From an optimization exercise on the open Yosys and OpenROAD flow, aimed at small area and few clock cycles per item; shortcuts taken in it are not production practice. No functional check of the RTL was part of any run shown here.

$ cat flow/flow/run.sh
#!/bin/bash
# Own layout flow: the standard ORFS flow (standard.sh, all steps from
# synthesis to the final layout), with one change: synthesis maps the logic
# with the ABC script in flow/abc.script instead of ORFS's abc_speed.script.
# Yosys, register mapping, flattening and renaming are the standard flow's own
# (synth_recipe.tcl), so the registers are the standard synthesis's.
set -euo pipefail
W=$PWD
rm -rf "$W/scripts_mod"
cp -r "$FLOW_HOME/scripts" "$W/scripts_mod"
cp "$W/flow/abc.script" "$W/scripts_mod/abc_speed.script"
bash "$W/standard.sh" SCRIPTS_DIR="$W/scripts_mod" SYNTH_ARGS=-noabc ADDER_MAP_FILE= "CTS_ARGS=-sink_clustering_enable -repair_clock_nets -dont_use_dummy_load -buf_list sky130_fd_sc_hd__clkbuf_8 -sink_clustering_size 15 -sink_clustering_max_diameter 70" finish > "$W/orfs_make.log" 2>&1
$ cat flow/flow/abc.script
strash
dch
amap
buffer -c
topo
stime -c
upsize -c
dnsize -c
$ cat flow/standard.sh
#!/bin/bash
# synth_recipe.tcl (not shown) runs the flow's synth.tcl, then flattens the netlist and writes it again
# the make line also repeats each setting of config.mk as NAME=value (left out here)
make -C /OpenROAD-flow-scripts/flow DESIGN_CONFIG=/design/flow/config.mk WORK_HOME=/design/flow/orfs CLKGATE_MAP_FILE= SYNTH_SCRIPT=/design/flow/synth_recipe.tcl "${@:-finish}"
$ cat flow/config.mk
export PLATFORM = sky130hd
export DESIGN_NAME = md5_pipe
export DESIGN_NICKNAME = md5_pipe
export VERILOG_FILES = /design/flow/design.v
export SDC_FILE = /design/flow/constraint.sdc
export NUM_CORES = 8
export LEC_CHECK = 0
export CAP_MARGIN = 20
export CORE_MARGIN = 2
export CORE_UTILIZATION = 50
export CTS_BUF_LIST = sky130_fd_sc_hd__clkbuf_16
export CTS_CLUSTER_DIAMETER = 100
export CTS_CLUSTER_SIZE = 24
export GPL_TIMING_DRIVEN = 0
export SLEW_MARGIN = 20
$ cat flow/constraint.sdc
create_clock -name core_clock -period 12.5 [get_ports {clk}]
set_input_delay 2.5000 -clock core_clock [delete_from_list [all_inputs] [get_ports {clk}]]
set_output_delay 2.5000 -clock core_clock [all_outputs]
set_load 0.01 [all_outputs]
$ cat flow/design.v
module md5 (
    input          clk,
    input          rst_n,
    input          in_valid,
    input  [63:0]  msg,
    output         out_valid,
    output [127:0] hash,
    output [63:0]  out_msg
);
wire [31:0] m0_in = {msg[39:32], msg[47:40], msg[55:48], msg[63:56]};
wire [31:0] m1_in = {msg[7:0], msg[15:8], msg[23:16], msg[31:24]};
reg [31:0] s1_b2, s1_b1, s1_m0, s1_m1;
reg [31:0] s2_b4, s2_b3, s2_b2, s2_x4, s2_m0, s2_m1;
reg [31:0] s3_b6, s3_b5, s3_b4, s3_x6, s3_m0, s3_m1;
reg [31:0] s4_b8, s4_b7, s4_b6, s4_x8, s4_m0, s4_m1;
reg [31:0] s5_b10, s5_b9, s5_b8, s5_x10, s5_m0, s5_m1;
reg [31:0] s6_b12, s6_b11, s6_b10, s6_x12, s6_m0, s6_m1;
reg [31:0] s7_b14, s7_b13, s7_b12, s7_x14, s7_m0, s7_m1;
reg [31:0] s8_b16, s8_b15, s8_b14, s8_x16, s8_m0, s8_m1;
reg [31:0] s9_b18, s9_b17, s9_b16, s9_x18, s9_m0, s9_m1;
reg [31:0] s10_b20, s10_b19, s10_b18, s10_x20, s10_m0, s10_m1;
reg [31:0] s11_b22, s11_b21, s11_b20, s11_x22, s11_m0, s11_m1;
reg [31:0] s12_b24, s12_b23, s12_b22, s12_x24, s12_m0, s12_m1;
reg [31:0] s13_b26, s13_b25, s13_b24, s13_x26, s13_m0, s13_m1;
reg [31:0] s14_b28, s14_b27, s14_b26, s14_x28, s14_m0, s14_m1;
reg [31:0] s15_b30, s15_b29, s15_b28, s15_x30, s15_m0, s15_m1;
reg [31:0] s16_b32, s16_b31, s16_b30, s16_x32, s16_m0, s16_m1;
reg [31:0] s17_b34, s17_b33, s17_b32, s17_x34, s17_m0, s17_m1;
reg [31:0] s18_b36, s18_b35, s18_b34, s18_x36, s18_m0, s18_m1;
reg [31:0] s19_b38, s19_b37, s19_b36, s19_x38, s19_m0, s19_m1;
reg [31:0] s20_b40, s20_b39, s20_b38, s20_x40, s20_m0, s20_m1;
reg [31:0] s21_b42, s21_b41, s21_b40, s21_x42, s21_m0, s21_m1;
reg [31:0] s22_b44, s22_b43, s22_b42, s22_x44, s22_m0, s22_m1;
reg [31:0] s23_b46, s23_b45, s23_b44, s23_x46, s23_m0, s23_m1;
reg [31:0] s24_b48, s24_b47, s24_b46, s24_x48, s24_m0, s24_m1;
reg [31:0] s25_b50, s25_b49, s25_b48, s25_x50, s25_m0, s25_m1;
reg [31:0] s26_b52, s26_b51, s26_b50, s26_x52, s26_m0, s26_m1;
reg [31:0] s27_b54, s27_b53, s27_b52, s27_x54, s27_m0, s27_m1;
reg [31:0] s28_b56, s28_b55, s28_b54, s28_x56, s28_m0, s28_m1;
reg [31:0] s29_b58, s29_b57, s29_b56, s29_x58, s29_m0, s29_m1;
reg [31:0] s30_b60, s30_b59, s30_b58, s30_x60, s30_m0, s30_m1;
reg [31:0] s31_b62, s31_b61, s31_b60, s31_x62, s31_m0, s31_m1;
reg [31:0] s32_ha, s32_hb, s32_hc, s32_hd, s32_m0, s32_m1;
reg [32:1] v;
always @(posedge clk) begin
    v <= {v[31:1], in_valid} & {32{rst_n}};
end
wire [31:0] f0 = (32'hefcdab89 & 32'h98badcfe) | (~32'hefcdab89 & 32'h10325476);
wire [31:0] x0 = m0_in + 32'h3eafc779;
wire [31:0] t0 = add32_io(x0, f0);
wire [31:0] b1 = 32'hefcdab89 + {t0[24:0], t0[31:25]};
wire [31:0] f1 = (b1 & 32'hefcdab89) | (~b1 & 32'h98badcfe);
wire [31:0] x1 = m1_in + 32'hf8fa0bcc;
wire [31:0] t1 = add32_io(x1, f1);
wire [31:0] b2 = add32_io(b1, {t1[19:0], t1[31:20]});
always @(posedge clk) begin
    s1_b2 <= b2;
    s1_b1 <= b1;
    s1_m0 <= m0_in;
    s1_m1 <= m1_in;
end
wire [31:0] f2 = (s1_b2 & s1_b1) | (~s1_b2 & 32'hefcdab89);
wire [31:0] t2 = 32'hbcdb4e59 + f2;
wire [31:0] b3 = add32(s1_b2, {t2[14:0], t2[31:15]});
wire [31:0] f3 = (b3 & s1_b2) | (~b3 & s1_b1);
wire [31:0] t3 = 32'hb18b7a77 + f3;
wire [31:0] b4 = add32(b3, {t3[9:0], t3[31:10]});
wire [31:0] px4 = s1_b1 + 32'hf57c0faf;
always @(posedge clk) begin
    s2_b4 <= b4;
    s2_b3 <= b3;
    s2_b2 <= s1_b2;
    s2_x4 <= px4;
    s2_m0 <= s1_m0;
    s2_m1 <= s1_m1;
end
wire [31:0] f4 = (s2_b4 & s2_b3) | (~s2_b4 & s2_b2);
wire [31:0] t4 = add32(s2_x4, f4);
wire [31:0] b5 = add32(s2_b4, {t4[24:0], t4[31:25]});
wire [31:0] f5 = (b5 & s2_b4) | (~b5 & s2_b3);
wire [31:0] x5 = s2_b2 + 32'h4787c62a;
wire [31:0] t5 = add32(x5, f5);
wire [31:0] b6 = add32(b5, {t5[19:0], t5[31:20]});
wire [31:0] px6 = s2_b3 + 32'ha8304613;
always @(posedge clk) begin
    s3_b6 <= b6;
    s3_b5 <= b5;
    s3_b4 <= s2_b4;
    s3_x6 <= px6;
    s3_m0 <= s2_m0;
    s3_m1 <= s2_m1;
end
wire [31:0] f6 = (s3_b6 & s3_b5) | (~s3_b6 & s3_b4);
wire [31:0] t6 = add32(s3_x6, f6);
wire [31:0] b7 = add32(s3_b6, {t6[14:0], t6[31:15]});
wire [31:0] f7 = (b7 & s3_b6) | (~b7 & s3_b5);
wire [31:0] x7 = s3_b4 + 32'hfd469501;
wire [31:0] t7 = add32(x7, f7);
wire [31:0] b8 = add32(b7, {t7[9:0], t7[31:10]});
wire [31:0] px8 = s3_b5 + 32'h698098d8;
always @(posedge clk) begin
    s4_b8 <= b8;
    s4_b7 <= b7;
    s4_b6 <= s3_b6;
    s4_x8 <= px8;
    s4_m0 <= s3_m0;
    s4_m1 <= s3_m1;
end
wire [31:0] f8 = (s4_b8 & s4_b7) | (~s4_b8 & s4_b6);
wire [31:0] t8 = add32(s4_x8, f8);
wire [31:0] b9 = add32(s4_b8, {t8[24:0], t8[31:25]});
wire [31:0] f9 = (b9 & s4_b8) | (~b9 & s4_b7);
wire [31:0] x9 = s4_b6 + 32'h8b44f7af;
wire [31:0] t9 = add32(x9, f9);
wire [31:0] b10 = add32(b9, {t9[19:0], t9[31:20]});
wire [31:0] px10 = s4_b7 + 32'hffff5bb1;
always @(posedge clk) begin
    s5_b10 <= b10;
    s5_b9 <= b9;
    s5_b8 <= s4_b8;
    s5_x10 <= px10;
    s5_m0 <= s4_m0;
    s5_m1 <= s4_m1;
end
wire [31:0] f10 = (s5_b10 & s5_b9) | (~s5_b10 & s5_b8);
wire [31:0] t10 = add32(s5_x10, f10);
wire [31:0] b11 = add32(s5_b10, {t10[14:0], t10[31:15]});
wire [31:0] f11 = (b11 & s5_b10) | (~b11 & s5_b9);
wire [31:0] x11 = s5_b8 + 32'h895cd7be;
wire [31:0] t11 = add32(x11, f11);
wire [31:0] b12 = add32(b11, {t11[9:0], t11[31:10]});
wire [31:0] px12 = s5_b9 + 32'h6b901122;
always @(posedge clk) begin
    s6_b12 <= b12;
    s6_b11 <= b11;
    s6_b10 <= s5_b10;
    s6_x12 <= px12;
    s6_m0 <= s5_m0;
    s6_m1 <= s5_m1;
end
wire [31:0] f12 = (s6_b12 & s6_b11) | (~s6_b12 & s6_b10);
wire [31:0] t12 = add32(s6_x12, f12);
wire [31:0] b13 = add32(s6_b12, {t12[24:0], t12[31:25]});
wire [31:0] f13 = (b13 & s6_b12) | (~b13 & s6_b11);
wire [31:0] x13 = s6_b10 + 32'hfd987193;
wire [31:0] t13 = add32(x13, f13);
wire [31:0] b14 = add32(b13, {t13[19:0], t13[31:20]});
wire [31:0] px14 = s6_b11 + 32'ha67943ce;
always @(posedge clk) begin
    s7_b14 <= b14;
    s7_b13 <= b13;
    s7_b12 <= s6_b12;
    s7_x14 <= px14;
    s7_m0 <= s6_m0;
    s7_m1 <= s6_m1;
end
wire [31:0] f14 = (s7_b14 & s7_b13) | (~s7_b14 & s7_b12);
wire [31:0] t14 = add32(s7_x14, f14);
wire [31:0] b15 = add32(s7_b14, {t14[14:0], t14[31:15]});
wire [31:0] f15 = (b15 & s7_b14) | (~b15 & s7_b13);
wire [31:0] x15 = s7_b12 + 32'h49b40821;
wire [31:0] t15 = add32(x15, f15);
wire [31:0] b16 = add32(b15, {t15[9:0], t15[31:10]});
wire [31:0] px16 = s7_b13 + 32'hf61e2562 + s7_m1;
always @(posedge clk) begin
    s8_b16 <= b16;
    s8_b15 <= b15;
    s8_b14 <= s7_b14;
    s8_x16 <= px16;
    s8_m0 <= s7_m0;
    s8_m1 <= s7_m1;
end
wire [31:0] f16 = (s8_b14 & s8_b16) | (s8_b15 & ~s8_b14);
wire [31:0] t16 = add32(s8_x16, f16);
wire [31:0] b17 = add32(s8_b16, {t16[26:0], t16[31:27]});
wire [31:0] f17 = (s8_b15 & b17) | (s8_b16 & ~s8_b15);
wire [31:0] x17 = s8_b14 + 32'hc040b340;
wire [31:0] t17 = add32(x17, f17);
wire [31:0] b18 = add32(b17, {t17[22:0], t17[31:23]});
wire [31:0] px18 = s8_b15 + 32'h265e5a51;
always @(posedge clk) begin
    s9_b18 <= b18;
    s9_b17 <= b17;
    s9_b16 <= s8_b16;
    s9_x18 <= px18;
    s9_m0 <= s8_m0;
    s9_m1 <= s8_m1;
end
wire [31:0] f18 = (s9_b16 & s9_b18) | (s9_b17 & ~s9_b16);
wire [31:0] t18 = add32(s9_x18, f18);
wire [31:0] b19 = add32(s9_b18, {t18[17:0], t18[31:18]});
wire [31:0] f19 = (s9_b17 & b19) | (s9_b18 & ~s9_b17);
wire [31:0] x19 = s9_b16 + 32'he9b6c7aa + s9_m0;
wire [31:0] t19 = add32(x19, f19);
wire [31:0] b20 = add32(b19, {t19[11:0], t19[31:12]});
wire [31:0] px20 = s9_b17 + 32'hd62f105d;
always @(posedge clk) begin
    s10_b20 <= b20;
    s10_b19 <= b19;
    s10_b18 <= s9_b18;
    s10_x20 <= px20;
    s10_m0 <= s9_m0;
    s10_m1 <= s9_m1;
end
wire [31:0] f20 = (s10_b18 & s10_b20) | (s10_b19 & ~s10_b18);
wire [31:0] t20 = add32(s10_x20, f20);
wire [31:0] b21 = add32(s10_b20, {t20[26:0], t20[31:27]});
wire [31:0] f21 = (s10_b19 & b21) | (s10_b20 & ~s10_b19);
wire [31:0] x21 = s10_b18 + 32'h02441453;
wire [31:0] t21 = add32(x21, f21);
wire [31:0] b22 = add32(b21, {t21[22:0], t21[31:23]});
wire [31:0] px22 = s10_b19 + 32'hd8a1e681;
always @(posedge clk) begin
    s11_b22 <= b22;
    s11_b21 <= b21;
    s11_b20 <= s10_b20;
    s11_x22 <= px22;
    s11_m0 <= s10_m0;
    s11_m1 <= s10_m1;
end
wire [31:0] f22 = (s11_b20 & s11_b22) | (s11_b21 & ~s11_b20);
wire [31:0] t22 = add32(s11_x22, f22);
wire [31:0] b23 = add32(s11_b22, {t22[17:0], t22[31:18]});
wire [31:0] f23 = (s11_b21 & b23) | (s11_b22 & ~s11_b21);
wire [31:0] x23 = s11_b20 + 32'he7d3fbc8;
wire [31:0] t23 = add32(x23, f23);
wire [31:0] b24 = add32(b23, {t23[11:0], t23[31:12]});
wire [31:0] px24 = s11_b21 + 32'h21e1cde6;
always @(posedge clk) begin
    s12_b24 <= b24;
    s12_b23 <= b23;
    s12_b22 <= s11_b22;
    s12_x24 <= px24;
    s12_m0 <= s11_m0;
    s12_m1 <= s11_m1;
end
wire [31:0] f24 = (s12_b22 & s12_b24) | (s12_b23 & ~s12_b22);
wire [31:0] t24 = add32(s12_x24, f24);
wire [31:0] b25 = add32(s12_b24, {t24[26:0], t24[31:27]});
wire [31:0] f25 = (s12_b23 & b25) | (s12_b24 & ~s12_b23);
wire [31:0] x25 = s12_b22 + 32'hc3370816;
wire [31:0] t25 = add32(x25, f25);
wire [31:0] b26 = add32(b25, {t25[22:0], t25[31:23]});
wire [31:0] px26 = s12_b23 + 32'hf4d50d87;
always @(posedge clk) begin
    s13_b26 <= b26;
    s13_b25 <= b25;
    s13_b24 <= s12_b24;
    s13_x26 <= px26;
    s13_m0 <= s12_m0;
    s13_m1 <= s12_m1;
end
wire [31:0] f26 = (s13_b24 & s13_b26) | (s13_b25 & ~s13_b24);
wire [31:0] t26 = add32(s13_x26, f26);
wire [31:0] b27 = add32(s13_b26, {t26[17:0], t26[31:18]});
wire [31:0] f27 = (s13_b25 & b27) | (s13_b26 & ~s13_b25);
wire [31:0] x27 = s13_b24 + 32'h455a14ed;
wire [31:0] t27 = add32(x27, f27);
wire [31:0] b28 = add32(b27, {t27[11:0], t27[31:12]});
wire [31:0] px28 = s13_b25 + 32'ha9e3e905;
always @(posedge clk) begin
    s14_b28 <= b28;
    s14_b27 <= b27;
    s14_b26 <= s13_b26;
    s14_x28 <= px28;
    s14_m0 <= s13_m0;
    s14_m1 <= s13_m1;
end
wire [31:0] f28 = (s14_b26 & s14_b28) | (s14_b27 & ~s14_b26);
wire [31:0] t28 = add32(s14_x28, f28);
wire [31:0] b29 = add32(s14_b28, {t28[26:0], t28[31:27]});
wire [31:0] f29 = (s14_b27 & b29) | (s14_b28 & ~s14_b27);
wire [31:0] x29 = s14_b26 + 32'hfcefa478;
wire [31:0] t29 = add32(x29, f29);
wire [31:0] b30 = add32(b29, {t29[22:0], t29[31:23]});
wire [31:0] px30 = s14_b27 + 32'h676f02d9;
always @(posedge clk) begin
    s15_b30 <= b30;
    s15_b29 <= b29;
    s15_b28 <= s14_b28;
    s15_x30 <= px30;
    s15_m0 <= s14_m0;
    s15_m1 <= s14_m1;
end
wire [31:0] f30 = (s15_b28 & s15_b30) | (s15_b29 & ~s15_b28);
wire [31:0] t30 = add32(s15_x30, f30);
wire [31:0] b31 = add32(s15_b30, {t30[17:0], t30[31:18]});
wire [31:0] f31 = (s15_b29 & b31) | (s15_b30 & ~s15_b29);
wire [31:0] x31 = s15_b28 + 32'h8d2a4c8a;
wire [31:0] t31 = add32(x31, f31);
wire [31:0] b32 = add32(b31, {t31[11:0], t31[31:12]});
wire [31:0] px32 = s15_b29 + 32'hfffa3942;
always @(posedge clk) begin
    s16_b32 <= b32;
    s16_b31 <= b31;
    s16_b30 <= s15_b30;
    s16_x32 <= px32;
    s16_m0 <= s15_m0;
    s16_m1 <= s15_m1;
end
wire [31:0] f32 = s16_b32 ^ s16_b31 ^ s16_b30;
wire [31:0] t32 = add32(s16_x32, f32);
wire [31:0] b33 = add32(s16_b32, {t32[27:0], t32[31:28]});
wire [31:0] f33 = b33 ^ s16_b32 ^ s16_b31;
wire [31:0] x33 = s16_b30 + 32'h8771f681;
wire [31:0] t33 = add32(x33, f33);
wire [31:0] b34 = add32(b33, {t33[20:0], t33[31:21]});
wire [31:0] px34 = s16_b31 + 32'h6d9d6122;
always @(posedge clk) begin
    s17_b34 <= b34;
    s17_b33 <= b33;
    s17_b32 <= s16_b32;
    s17_x34 <= px34;
    s17_m0 <= s16_m0;
    s17_m1 <= s16_m1;
end
wire [31:0] f34 = s17_b34 ^ s17_b33 ^ s17_b32;
wire [31:0] t34 = add32(s17_x34, f34);
wire [31:0] b35 = add32(s17_b34, {t34[15:0], t34[31:16]});
wire [31:0] f35 = b35 ^ s17_b34 ^ s17_b33;
wire [31:0] x35 = s17_b32 + 32'hfde5384c;
wire [31:0] t35 = add32(x35, f35);
wire [31:0] b36 = add32(b35, {t35[8:0], t35[31:9]});
wire [31:0] px36 = s17_b33 + 32'ha4beea44 + s17_m1;
always @(posedge clk) begin
    s18_b36 <= b36;
    s18_b35 <= b35;
    s18_b34 <= s17_b34;
    s18_x36 <= px36;
    s18_m0 <= s17_m0;
    s18_m1 <= s17_m1;
end
wire [31:0] f36 = s18_b36 ^ s18_b35 ^ s18_b34;
wire [31:0] t36 = add32(s18_x36, f36);
wire [31:0] b37 = add32(s18_b36, {t36[27:0], t36[31:28]});
wire [31:0] f37 = b37 ^ s18_b36 ^ s18_b35;
wire [31:0] x37 = s18_b34 + 32'h4bdecfa9;
wire [31:0] t37 = add32(x37, f37);
wire [31:0] b38 = add32(b37, {t37[20:0], t37[31:21]});
wire [31:0] px38 = s18_b35 + 32'hf6bb4b60;
always @(posedge clk) begin
    s19_b38 <= b38;
    s19_b37 <= b37;
    s19_b36 <= s18_b36;
    s19_x38 <= px38;
    s19_m0 <= s18_m0;
    s19_m1 <= s18_m1;
end
wire [31:0] f38 = s19_b38 ^ s19_b37 ^ s19_b36;
wire [31:0] t38 = add32(s19_x38, f38);
wire [31:0] b39 = add32(s19_b38, {t38[15:0], t38[31:16]});
wire [31:0] f39 = b39 ^ s19_b38 ^ s19_b37;
wire [31:0] x39 = s19_b36 + 32'hbebfbc70;
wire [31:0] t39 = add32(x39, f39);
wire [31:0] b40 = add32(b39, {t39[8:0], t39[31:9]});
wire [31:0] px40 = s19_b37 + 32'h289b7ec6;
always @(posedge clk) begin
    s20_b40 <= b40;
    s20_b39 <= b39;
    s20_b38 <= s19_b38;
    s20_x40 <= px40;
    s20_m0 <= s19_m0;
    s20_m1 <= s19_m1;
end
wire [31:0] f40 = s20_b40 ^ s20_b39 ^ s20_b38;
wire [31:0] t40 = add32(s20_x40, f40);
wire [31:0] b41 = add32(s20_b40, {t40[27:0], t40[31:28]});
wire [31:0] f41 = b41 ^ s20_b40 ^ s20_b39;
wire [31:0] x41 = s20_b38 + 32'heaa127fa + s20_m0;
wire [31:0] t41 = add32(x41, f41);
wire [31:0] b42 = add32(b41, {t41[20:0], t41[31:21]});
wire [31:0] px42 = s20_b39 + 32'hd4ef3085;
always @(posedge clk) begin
    s21_b42 <= b42;
    s21_b41 <= b41;
    s21_b40 <= s20_b40;
    s21_x42 <= px42;
    s21_m0 <= s20_m0;
    s21_m1 <= s20_m1;
end
wire [31:0] f42 = s21_b42 ^ s21_b41 ^ s21_b40;
wire [31:0] t42 = add32(s21_x42, f42);
wire [31:0] b43 = add32(s21_b42, {t42[15:0], t42[31:16]});
wire [31:0] f43 = b43 ^ s21_b42 ^ s21_b41;
wire [31:0] x43 = s21_b40 + 32'h04881d05;
wire [31:0] t43 = add32(x43, f43);
wire [31:0] b44 = add32(b43, {t43[8:0], t43[31:9]});
wire [31:0] px44 = s21_b41 + 32'hd9d4d039;
always @(posedge clk) begin
    s22_b44 <= b44;
    s22_b43 <= b43;
    s22_b42 <= s21_b42;
    s22_x44 <= px44;
    s22_m0 <= s21_m0;
    s22_m1 <= s21_m1;
end
wire [31:0] f44 = s22_b44 ^ s22_b43 ^ s22_b42;
wire [31:0] t44 = add32(s22_x44, f44);
wire [31:0] b45 = add32(s22_b44, {t44[27:0], t44[31:28]});
wire [31:0] f45 = b45 ^ s22_b44 ^ s22_b43;
wire [31:0] x45 = s22_b42 + 32'he6db99e5;
wire [31:0] t45 = add32(x45, f45);
wire [31:0] b46 = add32(b45, {t45[20:0], t45[31:21]});
wire [31:0] px46 = s22_b43 + 32'h1fa27cf8;
always @(posedge clk) begin
    s23_b46 <= b46;
    s23_b45 <= b45;
    s23_b44 <= s22_b44;
    s23_x46 <= px46;
    s23_m0 <= s22_m0;
    s23_m1 <= s22_m1;
end
wire [31:0] f46 = s23_b46 ^ s23_b45 ^ s23_b44;
wire [31:0] t46 = add32(s23_x46, f46);
wire [31:0] b47 = add32(s23_b46, {t46[15:0], t46[31:16]});
wire [31:0] f47 = b47 ^ s23_b46 ^ s23_b45;
wire [31:0] x47 = s23_b44 + 32'hc4ac56e5;
wire [31:0] t47 = add32(x47, f47);
wire [31:0] b48 = add32(b47, {t47[8:0], t47[31:9]});
wire [31:0] px48 = s23_b45 + 32'hf4292244 + s23_m0;
always @(posedge clk) begin
    s24_b48 <= b48;
    s24_b47 <= b47;
    s24_b46 <= s23_b46;
    s24_x48 <= px48;
    s24_m0 <= s23_m0;
    s24_m1 <= s23_m1;
end
wire [31:0] f48 = s24_b47 ^ (s24_b48 | ~s24_b46);
wire [31:0] t48 = add32(s24_x48, f48);
wire [31:0] b49 = add32(s24_b48, {t48[25:0], t48[31:26]});
wire [31:0] f49 = s24_b48 ^ (b49 | ~s24_b47);
wire [31:0] x49 = s24_b46 + 32'h432aff97;
wire [31:0] t49 = add32(x49, f49);
wire [31:0] b50 = add32(b49, {t49[21:0], t49[31:22]});
wire [31:0] px50 = s24_b47 + 32'hab9423e7;
always @(posedge clk) begin
    s25_b50 <= b50;
    s25_b49 <= b49;
    s25_b48 <= s24_b48;
    s25_x50 <= px50;
    s25_m0 <= s24_m0;
    s25_m1 <= s24_m1;
end
wire [31:0] f50 = s25_b49 ^ (s25_b50 | ~s25_b48);
wire [31:0] t50 = add32(s25_x50, f50);
wire [31:0] b51 = add32(s25_b50, {t50[16:0], t50[31:17]});
wire [31:0] f51 = s25_b50 ^ (b51 | ~s25_b49);
wire [31:0] x51 = s25_b48 + 32'hfc93a039;
wire [31:0] t51 = add32(x51, f51);
wire [31:0] b52 = add32(b51, {t51[10:0], t51[31:11]});
wire [31:0] px52 = s25_b49 + 32'h655b59c3;
always @(posedge clk) begin
    s26_b52 <= b52;
    s26_b51 <= b51;
    s26_b50 <= s25_b50;
    s26_x52 <= px52;
    s26_m0 <= s25_m0;
    s26_m1 <= s25_m1;
end
wire [31:0] f52 = s26_b51 ^ (s26_b52 | ~s26_b50);
wire [31:0] t52 = add32(s26_x52, f52);
wire [31:0] b53 = add32(s26_b52, {t52[25:0], t52[31:26]});
wire [31:0] f53 = s26_b52 ^ (b53 | ~s26_b51);
wire [31:0] x53 = s26_b50 + 32'h8f0ccc92;
wire [31:0] t53 = add32(x53, f53);
wire [31:0] b54 = add32(b53, {t53[21:0], t53[31:22]});
wire [31:0] px54 = s26_b51 + 32'hffeff47d;
always @(posedge clk) begin
    s27_b54 <= b54;
    s27_b53 <= b53;
    s27_b52 <= s26_b52;
    s27_x54 <= px54;
    s27_m0 <= s26_m0;
    s27_m1 <= s26_m1;
end
wire [31:0] f54 = s27_b53 ^ (s27_b54 | ~s27_b52);
wire [31:0] t54 = add32(s27_x54, f54);
wire [31:0] b55 = add32(s27_b54, {t54[16:0], t54[31:17]});
wire [31:0] f55 = s27_b54 ^ (b55 | ~s27_b53);
wire [31:0] x55 = s27_b52 + 32'h85845dd1 + s27_m1;
wire [31:0] t55 = add32(x55, f55);
wire [31:0] b56 = add32(b55, {t55[10:0], t55[31:11]});
wire [31:0] px56 = s27_b53 + 32'h6fa87e4f;
always @(posedge clk) begin
    s28_b56 <= b56;
    s28_b55 <= b55;
    s28_b54 <= s27_b54;
    s28_x56 <= px56;
    s28_m0 <= s27_m0;
    s28_m1 <= s27_m1;
end
wire [31:0] f56 = s28_b55 ^ (s28_b56 | ~s28_b54);
wire [31:0] t56 = add32(s28_x56, f56);
wire [31:0] b57 = add32(s28_b56, {t56[25:0], t56[31:26]});
wire [31:0] f57 = s28_b56 ^ (b57 | ~s28_b55);
wire [31:0] x57 = s28_b54 + 32'hfe2ce6e0;
wire [31:0] t57 = add32(x57, f57);
wire [31:0] b58 = add32(b57, {t57[21:0], t57[31:22]});
wire [31:0] px58 = s28_b55 + 32'ha3014314;
always @(posedge clk) begin
    s29_b58 <= b58;
    s29_b57 <= b57;
    s29_b56 <= s28_b56;
    s29_x58 <= px58;
    s29_m0 <= s28_m0;
    s29_m1 <= s28_m1;
end
wire [31:0] f58 = s29_b57 ^ (s29_b58 | ~s29_b56);
wire [31:0] t58 = add32(s29_x58, f58);
wire [31:0] b59 = add32(s29_b58, {t58[16:0], t58[31:17]});
wire [31:0] f59 = s29_b58 ^ (b59 | ~s29_b57);
wire [31:0] x59 = s29_b56 + 32'h4e0811a1;
wire [31:0] t59 = add32(x59, f59);
wire [31:0] b60 = add32(b59, {t59[10:0], t59[31:11]});
wire [31:0] px60 = s29_b57 + 32'hf7537e82;
always @(posedge clk) begin
    s30_b60 <= b60;
    s30_b59 <= b59;
    s30_b58 <= s29_b58;
    s30_x60 <= px60;
    s30_m0 <= s29_m0;
    s30_m1 <= s29_m1;
end
wire [31:0] f60 = s30_b59 ^ (s30_b60 | ~s30_b58);
wire [31:0] t60 = add32(s30_x60, f60);
wire [31:0] b61 = add32(s30_b60, {t60[25:0], t60[31:26]});
wire [31:0] f61 = s30_b60 ^ (b61 | ~s30_b59);
wire [31:0] x61 = s30_b58 + 32'hbd3af235;
wire [31:0] t61 = add32(x61, f61);
wire [31:0] b62 = add32(b61, {t61[21:0], t61[31:22]});
wire [31:0] px62 = s30_b59 + 32'h2ad7d33b;
always @(posedge clk) begin
    s31_b62 <= b62;
    s31_b61 <= b61;
    s31_b60 <= s30_b60;
    s31_x62 <= px62;
    s31_m0 <= s30_m0;
    s31_m1 <= s30_m1;
end
wire [31:0] f62 = s31_b61 ^ (s31_b62 | ~s31_b60);
wire [31:0] t62 = add32(s31_x62, f62);
wire [31:0] b63 = add32(s31_b62, {t62[16:0], t62[31:17]});
wire [31:0] f63 = s31_b62 ^ (b63 | ~s31_b61);
wire [31:0] x63 = s31_b60 + 32'heb86d391;
wire [31:0] t63 = add32(x63, f63);
wire [31:0] hb = b63 + {t63[10:0], t63[31:11]} + 32'hefcdab89;
wire [31:0] ha = s31_b61 + 32'h67452301;
wire [31:0] hc = b63 + 32'h98badcfe;
wire [31:0] hd = s31_b62 + 32'h10325476;
always @(posedge clk) begin
    s32_ha <= ha;
    s32_hb <= hb;
    s32_hc <= hc;
    s32_hd <= hd;
    s32_m0 <= s31_m0;
    s32_m1 <= s31_m1;
end
assign hash = {{s32_ha[7:0], s32_ha[15:8], s32_ha[23:16], s32_ha[31:24]}, {s32_hb[7:0], s32_hb[15:8], s32_hb[23:16], s32_hb[31:24]}, {s32_hc[7:0], s32_hc[15:8], s32_hc[23:16], s32_hc[31:24]}, {s32_hd[7:0], s32_hd[15:8], s32_hd[23:16], s32_hd[31:24]}};
assign out_msg = {{s32_m0[7:0], s32_m0[15:8], s32_m0[23:16], s32_m0[31:24]}, {s32_m1[7:0], s32_m1[15:8], s32_m1[23:16], s32_m1[31:24]}};
assign out_valid = v[32];
function [31:0] add32;    
    input [31:0] a, b;
    reg [31:0] g, p, gn, pn;
    integer l, i;
    begin
        g = a & b; p = a ^ b;
        for (l = 0; l < 5; l = l + 1) begin
            gn = g; pn = p;
            for (i = 0; i < 32; i = i + 1)
                if (((i + 1) % (2 << l)) == 0) begin
                    gn[i] = g[i] | (p[i] & g[i - (1 << l)]);
                    pn[i] = p[i] & p[i - (1 << l)];
                end
            g = gn; p = pn;
        end
        for (l = 3; l >= 0; l = l - 1) begin
            gn = g; pn = p;
            for (i = 0; i < 32; i = i + 1)
                if (((i + 1) % (2 << l)) == (1 << l) && i >= (2 << l)) begin
                    gn[i] = g[i] | (p[i] & g[i - (1 << l)]);
                    pn[i] = p[i] & p[i - (1 << l)];
                end
            g = gn; p = pn;
        end
        add32 = a ^ b ^ {g[30:0], 1'b0};
    end
endfunction
function [31:0] add32_io;    
    input [31:0] a, b;
    reg [31:0] g, p, gn, pn;
    integer l, i, j;
    begin
        g = a & b; p = a ^ b;
        for (l = 0; l < 5; l = l + 1) begin
            gn = g; pn = p;
            for (i = 0; i < 32; i = i + 1)
                if ((i >> l) & 1) begin
                    j = ((i >> l) << l) - 1;
                    gn[i] = g[i] | (p[i] & g[j]);
                    pn[i] = p[i] & p[j];
                end
            g = gn; p = pn;
        end
        add32_io = a ^ b ^ {g[30:0], 1'b0};
    end
endfunction
endmodule
module md5_pipe (
    input          clk,
    input          rst_n,       
    input          in_valid,
    output         in_ready,
    input  [63:0]  msg,         
    output         out_valid,
    output [127:0] hash,        
    output [63:0]  out_msg      
);
assign in_ready = 1'b1;
md5 core (
    .clk      (clk),
    .rst_n    (rst_n),
    .in_valid (in_valid),
    .msg      (msg),
    .out_valid(out_valid),
    .hash     (hash),
    .out_msg  (out_msg)
);
endmodule
==> impl_metrics.yaml, run 1 <==
status:
  outcome: "no timing/DRC/antenna violations"
setup_path:
  max_stage_delay_ps: 420
  cp-end-kind: "flip-flop"
  r2r_start: "core.s9_b17[1]$_DFF_P_"
  r2r_cells: 57
  crit_required_ps: 13700
  criticalPathCategory: "primary input to flip-flop"
  cp_slowest_cell: "a222oi_1"
  r2r-end: "core.s10_b20[31]$_DFF_P_"
  cp.arrival_ps: 13350
  cp-startpoint: "msg[56]"
  critPathLaunchType: "primary input"
  endpoint: "core.s1_b2[31]$_DFF_P_"
  regToRegSetupSlack_ps: 470
  cp_max_fo: 7
  crit_top_cell: "nor2_4"
synth:
  synth_top_family_by_area: "compound AO/OA/AOI/OAI gates"
  synth_edf_count: 0
  synthArstFlopShare: 0
  syn_avg_cell_area_um2: 6.87
  synth_common_cells: "7223 x nor2_1, 6878 x nand2_1, 6131 x o21ai_0"
  synth-adder-area-share: 0
  synth_cell_types: 110
  synthXorXnorAreaFrac: 0.00185
  yosys_most_used_dff: "dfxtp_1"
  synth_fp_nets: 43399
  yosys.area_share.simple: 0.208
  yosysWarnings: 1
  ys_seq_elements: 6112
  synthMuxAreaShare: 0
  synth_top_area_frac: 0.411
  synth_compound_area_frac: 0.315
  yosysTopAreaCell: "dfxtp_1"
  synthTopCellsByArea: "dfxtp_1 41%, o21ai_0 10%, nor2_1 9.1%, a21oi_1 9.0%, nand2_1 8.7%"
  ys_seq_area_frac: 0.411
  synthCells: 43332
  yosysMostFrequentCell: "nor2_1"
  syn-cell-area_um2: 298000
layout:
  drive_gt1_frac: 0.0607
  stdcell_count: 52326
  area_growth_pct: 10.5
  fill_cells: 56869
  final_cell_area_um2: 329000
  multi_input_area_um2: 165000
  nets: 44426
  regArea_um2: 122000
global_route:
  overflow: 0
  grtUsageTotal: 0.336
  grt_pass1_vias: 250573
  grt_pass1_wl_um: 1520000
  grt_max_degree: 17
  antenna_found_initial: 69
routing:
  vias: 292663
  vias_per_cell: 5.59
  drt-initial-drc-count: 26176
  dr.pass1.iters: 8
  wl_per_cell_um: 20.6
  drcViolationCount: 0
  wirelength_um: 1080000
  ant_nets: 0
job:
  cap_violations: 0
placement:
  dp.cells: 51432
  place_hpwl_um: 901000
  routabilityCongestion: 1.02
  placed_area_um2: 310000
  portBuffers: 259
hold_path:
  hp-class: "flip-flop to flip-flop"
sta:
  worst_slew_margin_rel: 0.126
  finalCritPeriodShare: 0.972
  rsz0062_at_grt: "yes"
  hold_viol_final: 0
  slew_viol_final: 0
  fmax_ghz: 0.0823
  finalSetupViolations: 0
  fin_setup_tns_ps: 0
  finalClockSkew_ps: 120
  tightest_slew_ps: 1300
  min_period_ps: 12150
die:
  initial_core_util: 0.502
  fp.dieH_um: 776
  die_x_um: 776
  ioPinCount: 261
  die_area_um2: 602000
  coreArea_um2: 593000
  row_count: 283
clock_tree:
  cts.path.max_buffers: 4
  ctsRootBufferMaster: "clkbuf_8"
  clk_latency_ps: 1310
  cts_buffers: 544
  clock-sinks: 6112
  cts_tree: "yes"
  clkTransAtPathRegs_ps: 90
  ctsHoldBuffers: 0
  h-tree-depth: 6
## worst min path at each step
stage / end / start / cells after the start
5_1_grt: core.s27_m1[19]$_DFF_P_ / core.s26_m1[19]$_DFF_P_ / 0
6_report: core.s11_m0[23]$_DFF_P_ / core.s10_m0[23]$_DFF_P_ / 0
3_5_place_dp: core.s9_m0[1]$_DFF_P_ / core.s8_m0[1]$_DFF_P_ / 0
4_1_cts: core.s19_m0[6]$_DFF_P_ / core.s18_m0[6]$_DFF_P_ / 0
3_3_place_gp: core.s3_m0[9]$_DFF_P_ / core.s2_m0[9]$_DFF_P_ / 0
2_1_floorplan: core.s10_m1[0]$_DFF_P_ / core.s9_m1[0]$_DFF_P_ / 0
## critical path, delay by kind of cell
kind | cells | cell delay, ps
AOI/OAI and AO/OA | 19 | 2770
and+or+nand+nor | 56 | 6250
buffers and inverters | 20 | 1850
## through the flow
stage                     hold slack, ps   util  setup WS [ps]
after floorplan                      310      -           1020
after global placement               310  0.523          -2870
after detailed placement             312  0.523          -2860
after CTS                            272  0.538          -51.0
after global routing                 273  0.554           -308
final                                273  0.554            348
## layout make-up
type / count / area share
Inverter: 5134 / 0.0586
Sequential cell: 6112 / 0.372
Clock buffer: 544 / 0.0228
Multi-Input combinational cell: 32082 / 0.502
Timing Repair Buffer: 481 / 0.0136
Tap cell: 7837 / 0.0298
Antenna cell: 132 / 0.00100
Buffer: 4 / 0.0000571
## cells in the final DEF, fill, tap and decap left out, types with 132 or more instances in the layout
master and n:
o21ai_2 187, diode_2 132, o21ai_1 471, o31ai_1 158, nor3_1 167, o21a_1 970, clkdlybuf4s50_1 253, a21oi_1 4899
o21ai_0 5800, nand2_1 6853, or2_2 181, nand4_1 165, a31oi_1 535, clkbuf_8 544, inv_1 5075, nor2_1 7176
nor2b_1 244, o22ai_1 1119, a21o_1 436, dfxtp_1 6062, a21oi_2 400, buf_4 203
## per-layer routing
layer / track usage / share of wire / up-vias
met2: 0.539 / 0.44 / 9448
li1: - / - / 150862
met5: 0 / 0.00019 / -
met4: 0.121 / 0.044 / 30
met1: 0.462 / 0.44 / 130579
met3: 0.0457 / 0.084 / 1744
## cell families after synthesis
| kind of cell | count (synthesis) |
|---|---|
| flip-flops | 6112 |
| buffers and inverters | 5138 |
| other | 1 |
| XOR/XNOR | 63 |
| AO/OA/AOI/OAI | 16489 |
| AND/OR/NAND/NOR | 15529 |
## timing repair
item,4_1_cts,5_1_grt
resized for setup,332,1710
endpoints found under the setup margin,301,543
pin swaps,19,261
setup buffers,15,202
==> run 2, diff against run 1 <==
--- a/flow/design.v
+++ b/flow/design.v
@@ -563,3 +563,5 @@
     input [31:0] a, b;
-    reg [31:0] g, p, gn, pn;
+    reg [31:0] g, p;
+    reg [15:0] G, P, Gn, Pn;
+    reg [32:0] c;
     integer l, i;
@@ -567,21 +569,30 @@
         g = a & b; p = a ^ b;
-        for (l = 0; l < 5; l = l + 1) begin
-            gn = g; pn = p;
-            for (i = 0; i < 32; i = i + 1)
+        for (i = 0; i < 16; i = i + 1) begin
+            G[i] = g[2*i+1] | (p[2*i+1] & g[2*i]);
+            P[i] = p[2*i+1] & p[2*i];
+        end
+        for (l = 0; l < 4; l = l + 1) begin
+            Gn = G; Pn = P;
+            for (i = 0; i < 16; i = i + 1)
                 if (((i + 1) % (2 << l)) == 0) begin
-                    gn[i] = g[i] | (p[i] & g[i - (1 << l)]);
-                    pn[i] = p[i] & p[i - (1 << l)];
+                    Gn[i] = G[i] | (P[i] & G[i - (1 << l)]);
+                    Pn[i] = P[i] & P[i - (1 << l)];
                 end
-            g = gn; p = pn;
+            G = Gn; P = Pn;
         end
-        for (l = 3; l >= 0; l = l - 1) begin
-            gn = g; pn = p;
-            for (i = 0; i < 32; i = i + 1)
+        for (l = 2; l >= 0; l = l - 1) begin
+            Gn = G; Pn = P;
+            for (i = 0; i < 16; i = i + 1)
                 if (((i + 1) % (2 << l)) == (1 << l) && i >= (2 << l)) begin
-                    gn[i] = g[i] | (p[i] & g[i - (1 << l)]);
-                    pn[i] = p[i] & p[i - (1 << l)];
+                    Gn[i] = G[i] | (P[i] & G[i - (1 << l)]);
+                    Pn[i] = P[i] & P[i - (1 << l)];
                 end
-            g = gn; p = pn;
+            G = Gn; P = Pn;
+        end
+        c[0] = 1'b0;
+        for (i = 0; i < 16; i = i + 1) begin
+            c[2*i+1] = g[2*i] | (p[2*i] & c[2*i]);
+            c[2*i+2] = G[i];
         end
-        add32 = a ^ b ^ {g[30:0], 1'b0};
+        add32 = a ^ b ^ c[31:0];
     end
==> flow/flow/run.sh (replaced) <==
#!/bin/bash
set -euo pipefail
W=$PWD
rm -rf "$W/scripts_mod"
cp -r "$FLOW_HOME/scripts" "$W/scripts_mod"
cp "$W/flow/abc.script" "$W/scripts_mod/abc_speed.script"
bash "$W/standard.sh" SCRIPTS_DIR="$W/scripts_mod" SYNTH_ARGS=-noabc ADDER_MAP_FILE= \
  "CTS_ARGS=-sink_clustering_enable -repair_clock_nets -dont_use_dummy_load -buf_list sky130_fd_sc_hd__clkbuf_8 -sink_clustering_size 15 -sink_clustering_max_diameter 70" \
  finish > "$W/orfs_make.log" 2>&1
==> impl_metrics.yaml, run 2 <==
status:
  outcome: "no timing/DRC/antenna violations"
sta:
  finalCritPeriodShare: 0.956
  worst_slew_margin_rel: 0.151
  min_period_ps: 11940
  slew_viol_final: 0
  finalClockSkew_ps: 148
  tightest_slew_ps: 1270
  fmax_ghz: 0.0837
  hold_viol_final: 0
  timing.final.ws_setup_ps: 556
  rsz0062_at_grt: "yes"
  finalSetupViolations: 0
clock_tree:
  clkTransAtPathRegs_ps: 100
  ctsHoldBuffers: 0
  ctsRootBufferMaster: "clkbuf_8"
  cts_tree: "yes"
  cts_buffers: 547
  h-tree-depth: 6
  clock-sinks: 6112
  clk_latency_ps: 1280
  cts.path.max_buffers: 4
hold_path:
  whs_endpoint: "core.s16_m1[21]$_DFF_P_"
  min_path_cells: 0
  hp-start: "core.s15_m1[21]$_DFF_P_"
  hp-class: "flip-flop to flip-flop"
global_route:
  grt_pass1_vias: 251465
  met2_usage: 0.537
  grt_max_degree: 17
  antenna_found_initial: 95
  grt_busiest_layer: "met2"
  overflow: 0
  grt_util_met1: 0.455
  grt_pass1_wl_um: 1530000
  met3_usage: 0.0500
  grtUsageTotal: 0.333
setup_path:
  crit_top_cell: "nor2_1"
  critPathLaunchType: "flip-flop"
  crit_required_ps: 13620
  criticalPathCategory: "flip-flop to flip-flop"
  cp_max_fo: 7
  cp_slowest_cell: "o21ai_0"
  cp.arrival_ps: 13070
  r2r-end: "core.s12_b24[31]$_DFF_P_"
  max_stage_delay_ps: 730
  regToRegSetupSlack_ps: 560
  r2r_cells: 55
  cp-end-kind: "flip-flop"
  r2r_start: "core.s11_b20[3]$_DFF_P_"
placement:
  place_hpwl_um: 908000
  portBuffers: 259
  placed_area_um2: 315000
  dpl_worst_slack_ps: -982
  routabilityCongestion: 1.02
layout:
  final_common_cell: "nor2_1"
  area_growth_pct: 8.33
  drive_gt1_frac: 0.0604
  final_cell_mix: "7209 x nor2_1, 6864 x nand2_1, 6094 x dfxtp_1"
  nets: 44281
  final_util: 0.543
  final_cell_area_um2: 327000
synth:
  ys_seq_elements: 6112
  synth_common_cells: "7213 x nor2_1, 6868 x nand2_1, 6112 x dfxtp_1"
  synthTopCellsByArea: "dfxtp_1 41%, o21ai_0 9.3%, nor2_1 9.0%, a21oi_1 8.8%, nand2_1 8.5%"
  ys_seq_area_frac: 0.405
  synthCells: 43332
  yosysWarnings: 1
  syn_avg_cell_area_um2: 6.96
  yosysMostFrequentCell: "nor2_1"
  synth_top_area_frac: 0.405
  synth_cell_types: 138
  syn-cell-area_um2: 302000
  synth_edf_count: 0
  yosysTopAreaCell: "dfxtp_1"
  synth_fp_nets: 43399
  yosys_most_used_dff: "dfxtp_1"
  synthArstFlopShare: 0
routing:
  drcViolationCount: 0
  wirelength_um: 1070000
  ant_nets: 0
  drt-initial-drc-count: 27038
  dr.pass1.iters: 10
  wl_per_cell_um: 20.5
  vias: 290958
  vias_per_cell: 5.55
die:
  die_area_um2: 610000
  die_x_um: 781
  initial_core_util: 0.501
  coreArea_um2: 602000
  ioPinCount: 261
  row_count: 285
  fp.dieH_um: 781
job:
  cap_violations: 0
[run 2: layer usage]
layer | share of wire | up-vias | routed length [um]
met2 | 0.44 | 9139 | 471000
met4 | 0.040 | 34 | 42600
met3 | 0.081 | 1615 | 86400
li1 | - | 150607 | -
met1 | 0.44 | 129563 | 472000
met5 | 0.00030 | - | 322
[run 2: worst max-delay path by stage]
stage	from	cells after the start	slack [ps]	to
after floorplan	msg[56]	93	1520	core.s1_b2[25]$_DFF_P_
after global placement	msg[56]	86	-1320	core.s1_b2[25]$_DFF_P_
after detailed placement	core.s11_b20[1]$_DFF_P_	57	-980	core.s12_b24[31]$_DFF_P_
after CTS	core.s20_b40[13]$_DFF_P_	59	1	core.s21_b42[31]$_DFF_P_
after global routing	core.s6_b12[1]$_DFF_P_	70	-180	core.s7_b14[31]$_DFF_P_
final	core.s11_b20[3]$_DFF_P_	55	560	core.s12_b24[31]$_DFF_P_
[run 2: cells by family (layout without fill, tap and decap cells)]
logic type,Yosys count,in the layout,synth area share
buffers and inverters,5109,5989,0.0636
AOI/OAI and AO/OA,16420,16420,0.319
xor gates and xnor gates,74,74,0.00215
DFF,6112,6112,0.405
other,1,203,0.0000124
and+or+nand+nor,15616,15616,0.210
[run 2: timing repair]
action	4_1_cts	5_1_grt
cloned	0	0
pin swaps	2	66
buffers inserted	0	61
setup endpoints to repair	75	407
resized for setup	77	689
[run 2: final cells by class]
class	count	area, um2
Multi-Input combinational cell	32111	164000
Buffer	4	18.8
Timing Repair Buffer	333	3280
Inverter	5105	19200
Sequential cell	6112	122000
Antenna cell	202	505
Fill cell	58326	275000
Clock buffer	547	7530
Tap cell	8036	10100
[run 2: critical path, delay by kind of cell, from the launching register on]
kind / cells / cell delay [ps]
buffers and inverters: 5 / 740
DFF: 1 / 480
AOI/OAI and AO/OA: 31 / 7680
and+or+nand+nor: 19 / 2810
[run 2: stage by stage]
stage	hold slack (ps)	TNS, ps	instances
2_1_floorplan	310	0	43332
3_3_place_gp	309	-43980	51627
3_5_place_dp	312	-31470	51639
4_1_cts	217	0	52186
5_1_grt	227	-1660	52391
6_report	226	0	52450

separate check: timing with driven ports:
How much do the figures lean on ideal ports? The routed layouts below were timed once more, with nothing changed but the port constraints.
Step 1 assumes that a clkbuf_16 drives the clock port and a buf_2 every other input.
Step 2 adds t to the input delays and takes it off the output delays; t is the mean of the earliest and latest rising clock arrival at the registers after step 1. Input paths then give back, and output paths get back, about the clock's delay inside the block.
Three values: ideal ports, drivers, drivers and shift; two values: the first two.
run	shift t [ns]	setup WS [ns]	hold slack, ns
run 1	1.398	0.348 / 0.433 / -0.965	0.273 / 0.273 / 0.273
run 2	1.357	0.556 / 0.556 / -0.339	0.226 / 0.226 / 0.226
With both steps, setup timing fails in run 1 and run 2, where it was met with ideal ports. The setup slack of run 1, which loses most, moves by +0.085 ns with the drivers and by -1.313 ns with both steps.
